Background: an optimization exercise with open tools, aiming at small area, a short achievable clock period and few clock cycles. Do not read the settings as production practice.
RTL that was checked went through simulation tests only; none was proved equivalent to the original.
No activity file was given, so power comes from the tool's default toggle rates.

==> flow/design.v <==
module huffman(clk, reset, gray_valid, gray_data, CNT_valid, CNT1, CNT2, CNT3, CNT4, CNT5, CNT6,code_valid, HC1, HC2, HC3, HC4, HC5, HC6, M1, M2, M3, M4, M5, M6);
input clk;
input reset;
input gray_valid;
input [7:0] gray_data;
output reg CNT_valid;
output [7:0] CNT1, CNT2, CNT3, CNT4, CNT5, CNT6;
output reg code_valid;
output [7:0] HC1, HC2, HC3, HC4, HC5, HC6;
output [7:0] M1, M2, M3, M4, M5, M6;
integer i;
function lt7;
	input [6:0] a, b;
	reg [6:0] l, g;
	reg l10, g10, l32, g32, l54, g54, l30, g30, l64, g64;
	begin
		l = ~a & b;
		g = a & ~b;
		l10 = l[1] | (~g[1] & l[0]);	g10 = g[1] | (~l[1] & g[0]);
		l32 = l[3] | (~g[3] & l[2]);	g32 = g[3] | (~l[3] & g[2]);
		l54 = l[5] | (~g[5] & l[4]);	g54 = g[5] | (~l[5] & g[4]);
		l30 = l32 | (~g32 & l10);	g30 = g32 | (~l32 & g10);
		l64 = l[6] | (~g[6] & l54);	g64 = g[6] | (~l[6] & g54);
		lt7 = l64 | (~g64 & l30);
	end
endfunction
reg [3:0] st;
reg mv;
reg srt, slast, mrg;
wire img_end = (st == 4'd1) & ~gray_valid;
wire [3:0] st_n = (st == 4'd0) ? {3'd0, gray_valid} :
		(st == 4'd1) ? (gray_valid ? 4'd1 : 4'd2) :
		(st == 4'd12) ? 4'd12 : (mv ? st + 4'd1 : st);
always @(posedge clk or posedge reset)
	if (reset) begin
		st <= 4'd0;
		mv <= 1'b0;
		srt <= 1'b0;
		slast <= 1'b0;
		mrg <= 1'b0;
		CNT_valid <= 1'b0;
		code_valid <= 1'b0;
	end else begin
		st <= st_n;
		mv <= img_end | ((srt | mrg) & (~mv | (st_n == 4'd11)));
		srt <= (st_n >= 4'd2) & (st_n <= 4'd6);
		slast <= (st_n == 4'd6);
		mrg <= (st_n >= 4'd7) & (st_n <= 4'd11);
		CNT_valid <= img_end;
		code_valid <= (st == 4'd11) & mv;
	end
reg [6:0] Q [0:5];
assign CNT1 = {1'b0, Q[5]};
assign CNT2 = {1'b0, Q[0]};
assign CNT3 = {1'b0, Q[1]};
assign CNT4 = {1'b0, Q[2]};
assign CNT5 = {1'b0, Q[3]};
assign CNT6 = {1'b0, Q[4]};
wire [5:1] unsorted = {1'b0, st <= 4'd2, st <= 4'd3, st <= 4'd4, st <= 4'd5};
wire [5:1] lt_c;
genvar g;
generate
	for (g = 1; g < 6; g = g + 1) begin : cmp
		assign lt_c[g] = unsorted[g] | lt7(Q[g], Q[0]);
	end
endgenerate
reg [5:1] lt_r;
always @(posedge clk or posedge reset)
	if (reset)
		lt_r <= 5'd0;
	else
		lt_r <= lt_c;
wire [7:0] lt = {2'b00, lt_r, 1'b1};
wire [6:0] addA = Q[0] + Q[1];
wire [6:0] addB = Q[1] + Q[2];
wire [6:0] S = (addA & {7{~lt[2]}}) | (addB & {7{lt[2]}});
wire [5:0] inc;
assign inc[0] = gray_valid & (gray_data[2:0] == 3'd2);
assign inc[1] = gray_valid & (gray_data[2:0] == 3'd3);
assign inc[2] = gray_valid & (gray_data[2:0] == 3'd4);
assign inc[3] = gray_valid & (gray_data[2:0] == 3'd5);
assign inc[4] = gray_valid & (gray_data[2:0] == 3'd6);
assign inc[5] = gray_valid & (gray_data[2:0] == 3'd1);
wire sm = mv & srt & ~slast;
wire mm = mv & (slast | mrg);
reg [6:0] Qn [0:5];
reg [6:0] Qc [0:5];
reg selB, selC, selD;
always @(*) begin
	for (i = 0; i < 6; i = i + 1)
		Qc[i] = inc[i] ? Q[i] + 7'd1 : Q[i];
	selB = sm & lt[1];
	Qn[0] = (Qc[0] & {7{~(selB | mm)}}) | (Q[1] & {7{selB}}) | (S & {7{mm}});
	for (i = 1; i < 5; i = i + 1) begin
		selB = (sm & lt[i+1]) | (mm & ~lt[i+2] & ~lt[i+1]);
		selC = mm & lt[i+2];
		selD = (sm & ~lt[i+1] & lt[i]) | (mm & ~lt[i+2] & lt[i+1]);
		Qn[i] = (Qc[i] & {7{~(selB | selC | selD)}}) | (Q[(i+1)%6] & {7{selB}})
			| (Q[(i+2)%6] & {7{selC}}) | (Q[0] & {7{selD}});
	end
	selD = sm & lt[5];
	Qn[5] = (Qc[5] & {7{~(selD | mm)}}) | (Q[0] & {7{selD}}) | {7{mm}};
end
always @(posedge clk or posedge reset)
	if (reset) begin
		for (i = 0; i < 6; i = i + 1)
			Q[i] <= 7'd0;
	end else begin
		for (i = 0; i < 6; i = i + 1)
			Q[i] <= Qn[i];
	end
wire [2:0] ins = {lt[4], lt[2] & ~lt[4], (lt[1] & ~lt[2]) | (lt[3] & ~lt[4]) | lt[5]};
function [2:0] place;
	input [2:0] m;
	place = (m == 3'd0) ? 3'd0 : (m == 3'd1) ? 3'd5 : m - 3'd1;
endfunction
reg [2:0] nv [0:7];
always @(*) begin
	if (mm) begin
		nv[0] = place(ins);
		for (i = 1; i < 5; i = i + 1)
			nv[i] = lt[i] ? place(i - 1) : place(i);
		nv[5] = slast ? (lt[5] ? place(4) : place(5)) : place(ins);
	end else begin
		nv[0] = ins;
		for (i = 1; i < 6; i = i + 1)
			nv[i] = lt[i] ? i - 1 : i;
	end
	nv[6] = 3'd0;
	nv[7] = 3'd0;
end
reg [2:0] P [0:5];
reg [4:0] T [0:5];
reg [4:0] H [0:5];
always @(posedge clk or posedge reset)
	if (reset) begin
		P[0] <= 3'd5;
		for (i = 1; i < 6; i = i + 1)
			P[i] <= i - 1;
		for (i = 0; i < 6; i = i + 1) begin
			T[i] <= 5'd0;
			H[i] <= 5'd0;
		end
	end else begin
		for (i = 0; i < 6; i = i + 1) begin
			if (mv)
				P[i] <= nv[P[i]];
			if (mv & mrg & ((P[i] == 3'd0) | (P[i] == 3'd5))) begin
				T[i] <= {T[i][3:0], 1'b1};
				if (P[i] == 3'd0)
					H[i] <= H[i] | ({T[i][3:0], 1'b1} & ~T[i]);
			end
		end
	end
assign HC1 = {3'b0, H[0]};	assign M1 = {3'b0, T[0][4:1], 1'b1};
assign HC2 = {3'b0, H[1]};	assign M2 = {3'b0, T[1][4:1], 1'b1};
assign HC3 = {3'b0, H[2]};	assign M3 = {3'b0, T[2][4:1], 1'b1};
assign HC4 = {3'b0, H[3]};	assign M4 = {3'b0, T[3][4:1], 1'b1};
assign HC5 = {3'b0, H[4]};	assign M5 = {3'b0, T[4][4:1], 1'b1};
assign HC6 = {3'b0, H[5]};	assign M6 = {3'b0, T[5][4:1], 1'b1};
endmodule
==> flow/config.mk <==
export PLATFORM = sky130hd
export DESIGN_NAME = huffman
export DESIGN_NICKNAME = huffman
export VERILOG_FILES = /design/flow/design.v
export SDC_FILE = /design/flow/constraint.sdc
export NUM_CORES = 4
export LEC_CHECK = 0
export CAP_MARGIN = 20
export CORE_MARGIN = 2
export CORE_UTILIZATION = 40
export SETUP_SLACK_MARGIN = 2.8
export SLEW_MARGIN = 20
==> flow/constraint.sdc <==
create_clock -name core_clock -period 5.0 [get_ports {clk}]
set_input_delay 1.0000 -clock core_clock [delete_from_list [all_inputs] [get_ports {clk}]]
set_output_delay 1.0000 -clock core_clock [all_outputs]
set_load 0.01 [all_outputs]
standard.sh (not shown) runs the stock make flow with config.mk's settings and CLKGATE_MAP_FILE= SYNTH_SCRIPT=/design/flow/synth_recipe.tcl, a recipe that flattens the netlist after the stock synthesis.
==> flow/flow/run.sh <==
#!/bin/bash
# Own flow: the standard synthesis and layout (standard.sh), with the
# port buffers made of the smallest plain buffer cell. The make output goes
# to layout.log here.
set -euo pipefail
bash standard.sh BUFFER_PORTS_ARGS="-buffer_cell sky130_fd_sc_hd__buf_1" finish > "$PWD/layout.log" 2>&1
Testbench counts at the start, summed over its fixed seeds: cycles 47,600.
Edit:
--- a/flow/design.v
+++ b/flow/design.v
@@ -72,7 +72,5 @@
 		lt_r <= lt_c;
 wire [7:0] lt = {2'b00, lt_r, 1'b1};
-wire [6:0] addA = Q[0] + Q[1];
-wire [6:0] addB = Q[1] + Q[2];
-wire [6:0] S = (addA & {7{~lt[2]}}) | (addB & {7{lt[2]}});
+wire [6:0] S = Q[1] + (lt[2] ? Q[2] : Q[0]);
 wire [5:0] inc;
 assign inc[0] = gray_valid & (gray_data[2:0] == 3'd2);
The new run completed without violations.
Cell count goes down by about 3%.
Final area decreases by 2.1%.
Global-route usage came out higher by 0.56 points.
First-iteration DRC count is higher by 9.1%.
Combinational power shrinks by about 2%.
Power falls by about 4%.
Clock skew stays flat.
Sequential power fell by about 4%.
Routed wire length goes down by 1.0%.
No functional check of the RTL was part of the second run of this note.

static timing again, ports no longer ideal:
No port has a modelled driver above. Below, the same layouts with a new extraction and two added sets of constraints.
Step 1 sets driving cells, clkbuf_16 on the clock port and buf_2 on the other inputs (assumed; they add their load-dependent delay and slew).
Step 2 also shifts input and output timing later by t, the mid clock arrival at the registers, as if the neighbouring blocks saw the same clock.
Three values: ideal ports, drivers, drivers and shift; two values: the first two.
run	t (ns)	setup WS [ns]	worst setup path after step 2	latest minus earliest clock arrival (ns)	cell pins on the clock port's net
the first run	0.461	2.835 / 2.794 / 2.477	input to register	0.015 / 0.016	1
the second run	0.463	2.776 / 2.776 / 2.450	input to register	0.013 / 0.013	1
After both steps setup and hold are still met in every run listed. The setup slack of the first run, which loses most, moves by -0.041 ns with the drivers and by -0.358 ns with both steps.
